Source: an optimization exercise on an open RTL-to-GDS flow (aim: small area, a short achievable clock period and few clock cycles per item). Production flows keep margins and buffers that such runs may drop. Only simulation tests tie the RTL to the original design; equivalence was not proved.

build 85:
// xtea_cores
module xtea_cores (
    input wire clk,
    input wire rst_i,
    input wire valid_i,
    input wire en_i,
    input wire [63:0] data_a_i,
    input wire [63:0] data_b_i,
    input wire [127:0] key,
    input wire decrypt_i,
    output wire [63:0] result_a_o,
    output wire [63:0] result_b_o,
    output reg valid_o,
    output reg busy_o
);
Settings: LEC_CHECK=0, CAP_MARGIN=20, CORE_MARGIN=2, CORE_UTILIZATION=40, SLEW_MARGIN=20; clock period 7.0 ns.
run.sh (not shown) runs the stock make flow with config.mk's settings and CLKGATE_MAP_FILE= SYNTH_SCRIPT=/design/flow/synth_recipe.tcl, a recipe that flattens the netlist after the stock synthesis.
Testbench counts of build 85, summed over its fixed seeds: cycles 25,346, items 768.
The following lists how build 71 was set up differently from build 85:
# build 85
export LEC_CHECK = 0
export CAP_MARGIN = 20
export CORE_MARGIN = 2
export CORE_UTILIZATION = 40
export SLEW_MARGIN = 20
create_clock -name core_clock -period 7.0 [get_ports {clk}]
# build 71
export LEC_CHECK = 0
export ABC_CLOCK_PERIOD_IN_PS = 4000
export CAP_MARGIN = 20
export CORE_MARGIN = 2
export CORE_UTILIZATION = 40
export SLEW_MARGIN = 20
create_clock -name core_clock -period 7.0 [get_ports {clk}]
The final layouts of build 71 and build 85 pass the timing, DRC and antenna checks. Build 71 and build 85 ended up with nearly the same floorplan die area. Reported for build 71 and build 85, clock sink count turned out identical to the last digit. Any difference in area of all sequential standard cells between build 85 and build 71 is small enough to ignore. Status: count of mapped cells out of synthesis parity (build 71, build 85). ~same detail-routed net length per standard cell in build 71 and build 85.
Setup changes, build 71 to build 37
# build 71
export LEC_CHECK = 0
export ABC_CLOCK_PERIOD_IN_PS = 4000
export CAP_MARGIN = 20
export CORE_MARGIN = 2
export CORE_UTILIZATION = 40
export SLEW_MARGIN = 20
create_clock -name core_clock -period 7.0 [get_ports {clk}]
# build 37
export LEC_CHECK = 0
export CAP_MARGIN = 20
export CORE_MARGIN = 2
export CORE_UTILIZATION = 40
export SETUP_SLACK_MARGIN = 3
export SLEW_MARGIN = 20
create_clock -name core_clock -period 7.0 [get_ports {clk}]
==> comparison <==
Having completed the whole flow, build 37 delivered a layout that passed the timing, DRC and antenna checks. Build 71 went all the way through the flow, and no timing, DRC or antenna check failed. Between build 37 and build 71, the total number of vias is lower for build 71. As far as post-synthesis mux area share goes, build 71 and build 37 are indistinguishable; the numbers are identical. [diff] post-route minimum period, build 37 relative to build 71: improvement. Build 37 against build 71: routed wire length has increased, cell count picked up an extra 166, critical path depth in cells climbed 1, routed length on met1 moved up, pin count of the biggest net entering global routing -9.2%.
Input changes introduced in build 93 (baseline for comparison: build 37):
# build 37
export LEC_CHECK = 0
export CAP_MARGIN = 20
export CORE_MARGIN = 2
export CORE_UTILIZATION = 40
export SETUP_SLACK_MARGIN = 3
export SLEW_MARGIN = 20
create_clock -name core_clock -period 7.0 [get_ports {clk}]
# build 93
export LEC_CHECK = 0
export CAP_MARGIN = 20
export CORE_MARGIN = 2
export CORE_UTILIZATION = 40
export SETUP_SLACK_MARGIN = 1.5
export SLEW_MARGIN = 20
create_clock -name core_clock -period 7.0 [get_ports {clk}]
Measured against build 93, the buffer count excluding the clock tree in the final layout of build 37 comes out at 1.3 times the reference value. Looking at detailed-route via count across build 37 and build 93, the one that comes out lower is build 93. Diff build 37 and build 93: cell count higher in build 37. Measured against each other, build 37 and build 93 differ in wire length, the higher figure coming from build 37. For build 37 and build 93, there was not a single run that failed to finish clean.
Changes in build 82 relative to build 93:
# build 93
export LEC_CHECK = 0
export CAP_MARGIN = 20
export CORE_MARGIN = 2
export CORE_UTILIZATION = 40
export SETUP_SLACK_MARGIN = 1.5
export SLEW_MARGIN = 20
create_clock -name core_clock -period 7.0 [get_ports {clk}]
# build 82
export LEC_CHECK = 0
export ABC_CLOCK_PERIOD_IN_PS = 2500
export CAP_MARGIN = 20
export CORE_MARGIN = 2
export CORE_UTILIZATION = 40
export SLEW_MARGIN = 20
create_clock -name core_clock -period 7.0 [get_ports {clk}]
Shortest period the worst path allows: build 82 > build 93. Summary of build 82 over build 93: register-to-register slack now sits lower; mean routed wirelength per cell decreased by about 0.7% relative to the old numbers. Per the comparison of build 82 with build 93, post-route fraction of the period consumed by the critical path now sits higher; final area stayed essentially flat; critical path depth shows an increase of 1. On build 82: met2 layer wire length in the routed design is about 3% lower than what build 93 gave. Relative to build 93, total wirelength of the detailed-routed design has decreased by 770 µm in build 82.


Another version of the RTL of xtea_cores (not shown whole).
Size: about 3400 cells after synthesis, about 330 flip-flops.
==> flow/config.mk <==
export PLATFORM = sky130hd
export DESIGN_NAME = xtea_cores
export DESIGN_NICKNAME = xtea_cores
export VERILOG_FILES = /design/flow/design.v
export SDC_FILE = /design/flow/constraint.sdc
export NUM_CORES = 4
export LEC_CHECK = 0
export ABC_AREA = 1
export CAP_MARGIN = 20
export CORE_MARGIN = 2
export CORE_UTILIZATION = 40
export SETUP_SLACK_MARGIN = 3.5
export SLEW_MARGIN = 20
==> flow/constraint.sdc <==
create_clock -name core_clock -period 7.0 [get_ports {clk}]
set_input_delay 1.4000 -clock core_clock [delete_from_list [all_inputs] [get_ports {clk}]]
set_output_delay 1.4000 -clock core_clock [all_outputs]
set_load 0.01 [all_outputs]
standard.sh (not shown) runs the stock make flow with config.mk's settings and CLKGATE_MAP_FILE= SYNTH_SCRIPT=/design/flow/synth_recipe.tcl, a recipe that flattens the netlist after the stock synthesis.
==> flow/flow/run.sh <==
#!/bin/bash
# Standard ORFS layout, but the port buffers are the smallest buffer cell and
# CTS uses smaller buffers and no dummy loads.
set -euo pipefail
export BUFFER_PORTS_ARGS="-buffer_cell sky130_fd_sc_hd__buf_1"
export CTS_ARGS="-sink_clustering_enable -repair_clock_nets -dont_use_dummy_load -buf_list {sky130_fd_sc_hd__clkbuf_4 sky130_fd_sc_hd__clkbuf_8}"
bash standard.sh > standard_make.log 2>&1
Testbench counts at the start, summed over its fixed seeds: cycles 25,346, items 768.
Edit:
==> flow/flow/run.sh (replaced) <==
#!/bin/bash
# Standard ORFS layout, but the port buffers are the smallest buffer cell and
# CTS uses smaller buffers and no dummy loads.
set -euo pipefail
export BUFFER_PORTS_ARGS="-buffer_cell sky130_fd_sc_hd__buf_1"
export CTS_ARGS="-sink_clustering_enable -repair_clock_nets -dont_use_dummy_load -buf_list {sky130_fd_sc_hd__clkbuf_4} -sink_clustering_size 16"
bash standard.sh > standard_make.log 2>&1
Settings changed: ABC_AREA 1 to unset, SETUP_SLACK_MARGIN 3.5 to 2.2.
What happened: The changed run finished with timing, DRC and antenna clean; wire length goes down by 26%; final area goes down by 19%; via count goes down by 22%; setup slack loses 1.1 ns; sequential cell count does not change; hold slack gains 0.061 ns; global-route usage goes down by 4.1 points.
Edit:
==> flow/flow/run.sh (replaced) <==
#!/bin/bash
# Standard ORFS layout, but the port buffers are the smallest buffer cell and
# CTS uses smaller buffers and no dummy loads.
set -euo pipefail
export BUFFER_PORTS_ARGS="-buffer_cell sky130_fd_sc_hd__buf_1"
export ADDER_MAP_FILE=
export CTS_ARGS="-sink_clustering_enable -repair_clock_nets -dont_use_dummy_load -buf_list {sky130_fd_sc_hd__clkbuf_4 sky130_fd_sc_hd__clkbuf_8}"
bash standard.sh > standard_make.log 2>&1
Settings changed: ABC_AREA set to 1, SETUP_SLACK_MARGIN 2.2 to 3.4.
Via count rises by about 56%.
Hold slack improves by 0.075 ns.
Design area goes up by about 18%.
Critical path depth is higher by 1.
Synthesized cell count climbs by about 90%.
Wire length rises by 65%.
Setup slack improves by 1.3 ns.
Sequential share of layout area came out lower by 4.9 points.
Edit:
--- a/flow/flow/run.sh
+++ b/flow/flow/run.sh
@@ -4,5 +4,4 @@
 set -euo pipefail
 export BUFFER_PORTS_ARGS="-buffer_cell sky130_fd_sc_hd__buf_1"
-export ADDER_MAP_FILE=
 export CTS_ARGS="-sink_clustering_enable -repair_clock_nets -dont_use_dummy_load -buf_list {sky130_fd_sc_hd__clkbuf_4 sky130_fd_sc_hd__clkbuf_8}"
 bash standard.sh > standard_make.log 2>&1
Settings changed: SETUP_SLACK_MARGIN 3.4 to 4.
The changed run finished with timing, DRC and antenna clean.
Final cell count decreases by 17%.
Clock skew fell by 0.0040 ns.
Routed wire length falls by 16%.
Setup slack loses 0.29 ns.
Via count decreases by 16%.
Die area falls by 11%.


== rev 12 ==
xtea_cores again, from the RTL that the note above started with.
## xtea_cores
module xtea_cores (
    input wire clk,
    input wire rst_i,
    input wire valid_i,
    input wire en_i,
    input wire [63:0] data_a_i,
    input wire [63:0] data_b_i,
    input wire [127:0] key,
    input wire decrypt_i,
    output wire [63:0] result_a_o,
    output wire [63:0] result_b_o,
    output reg valid_o,
    output reg busy_o
);
  localparam [31:0] DELTA = 32'h9e3779b9;
  localparam [31:0] SUM32 = 32'hc6ef3720;
  reg [6:0] cnt;
  reg dec;
  reg swp;
  reg [31:0] k0, k1, k2, k3;
  reg [31:0] aa, ba, ab, bb;
  reg [31:0] kr, t;
  wire acc = (~busy_o | valid_o) & valid_i & en_i;
  wire last = dec ? (cnt == 7'd65) : (cnt == 7'd63);
  always @(posedge clk or posedge rst_i) begin
    if (rst_i) begin
      busy_o <= 1'b0;
      valid_o <= 1'b0;
      cnt <= 7'd0;
      dec <= 1'b0;
      swp <= 1'b0;
    end else begin
      if (acc) begin
        busy_o <= 1'b1;
        valid_o <= 1'b0;
        cnt <= 7'd0;
        dec <= decrypt_i;
        swp <= decrypt_i;
      end else begin
        if (valid_o) begin
          busy_o <= 1'b0;
          valid_o <= 1'b0;
        end else if (busy_o) begin
          valid_o <= last;
        end
        cnt <= cnt + 7'd1;
  ...
clock: 7.0 ns
lec_check: 0
abc_area: 1
cap_margin: 20
core_margin: 2
core_utilization: 40
setup_slack_margin: 3
slew_margin: 20
==> flow/flow/run.sh <==
#!/bin/bash
# Standard ORFS layout, but the port buffers are the smallest buffer cell and
# CTS uses smaller buffers and no dummy loads.
set -euo pipefail
export BUFFER_PORTS_ARGS="-buffer_cell sky130_fd_sc_hd__buf_1"
export CTS_ARGS="-sink_clustering_enable -repair_clock_nets -dont_use_dummy_load -buf_list {sky130_fd_sc_hd__clkbuf_4 sky130_fd_sc_hd__clkbuf_8}"
bash standard.sh > standard_make.log 2>&1
Rev 12 went all the way through the flow, and no timing, DRC or antenna check failed.
Testbench counts of rev 12, summed over its fixed seeds: cycles 25,346, items 768.
Modified inputs, rev 13 compared to rev 12
diff --git a/flow/flow/run.sh b/flow/flow/run.sh
--- a/flow/flow/run.sh
+++ b/flow/flow/run.sh
@@ -6,2 +6,3 @@
 export CTS_ARGS="-sink_clustering_enable -repair_clock_nets -dont_use_dummy_load -buf_list {sky130_fd_sc_hd__clkbuf_4 sky130_fd_sc_hd__clkbuf_8}"
+export RECOVER_POWER=100
 bash standard.sh > standard_make.log 2>&1
diff --git a/flow/config.mk b/flow/config.mk
--- a/flow/config.mk
+++ b/flow/config.mk
@@ -7,3 +7,2 @@
 export LEC_CHECK = 0
-export ABC_AREA = 1
 export CAP_MARGIN = 20
@@ -11,3 +10,3 @@
 export CORE_UTILIZATION = 40
-export SETUP_SLACK_MARGIN = 3
+export SETUP_SLACK_MARGIN = 1.5
 export SLEW_MARGIN = 20
### Flow results
- The final report for rev 13 shows a completed flow and a layout that fails verification, specifically capacitance limit, slew limit.
- Most common cell after layout, fill and taps aside = sky130_fd_sc_hd__nand2_1: rev 12; most common cell after layout, fill and taps aside = sky130_fd_sc_hd__buf_1: rev 13
- Re delay contributed by the slowest stage of the critical path: rev 12 was lower than rev 13.
- Compared with rev 12, rev 13 shows final core utilization lower by 1.5 points.
- On overall routing resource usage, the lower figure sits with rev 13, not rev 12.
- Cmp rev 12 and rev 13 / portion of the clock cycle consumed by the worst path in the final layout / lower: rev 12

afterwards: timing with drivers on the ports:
The flow's constraints put no driver on any port. The routed layouts listed below were extracted and timed again, unchanged, in two steps.
Step 1: set_driving_cell puts a clkbuf_16 on clk and a buf_2 on each other input, an assumption about the parent block.
Step 2 times the ports against the registers' clock, not the clock port: input delays grow and output delays shrink by t, the midpoint of the rising clock arrivals with the driver on.
Slacks: ideal / step 1 / step 2; pairs: ideal / step 1.
run | t (ns) | setup slack, ns | worst hold slack (ns) | latest minus earliest clock arrival (ns) | pins driven straight from the clock port
build 85 | 0.617 | 1.087 / 1.087 / 1.087 | 0.500 / 0.500 / 0.500 | 0.019 / 0.019 | 1
build 71 | 0.617 | 1.087 / 1.087 / 1.087 | 0.500 / 0.500 / 0.500 | 0.019 / 0.019 | 1
build 37 | 0.629 | 1.988 / 1.988 / 1.988 | 0.510 / 0.510 / 0.510 | 0.020 / 0.021 | 1
build 93 | 0.631 | 1.697 / 1.697 / 1.697 | 0.506 / 0.506 / 0.506 | 0.018 / 0.019 | 1
build 82 | 0.617 | 1.087 / 1.087 / 1.087 | 0.500 / 0.500 / 0.500 | 0.019 / 0.019 | 1
the first run of note 2 | 0.700 | 3.257 / 3.257 / 3.257 | 0.430 / 0.430 / 0.430 | 0.114 / 0.114 | 1
the second run of note 2 | 0.861 | 2.200 / 2.200 / 2.200 | 0.491 / 0.491 / 0.491 | 0.075 / 0.075 | 1
the third run of note 2 | 0.744 | 3.547 / 3.547 / 3.161 | 0.566 / 0.566 / 0.566 | 0.101 / 0.101 | 1
the fourth run of note 2 | 0.712 | 3.260 / 3.260 / 3.260 | 0.477 / 0.477 / 0.477 | 0.098 / 0.097 | 1
rev 12 | 0.709 | 3.219 / 3.219 / 3.219 | 0.472 / 0.472 / 0.472 | 0.073 / 0.073 | 1
rev 13 | 0.683 | 0.873 / 0.873 / 0.685 | 0.496 / 0.496 / 0.496 | 0.077 / 0.077 | 1
For the third run of note 2, which loses most, drivers alone change the setup slack by 0.000 ns; drivers and shift together by -0.386 ns.
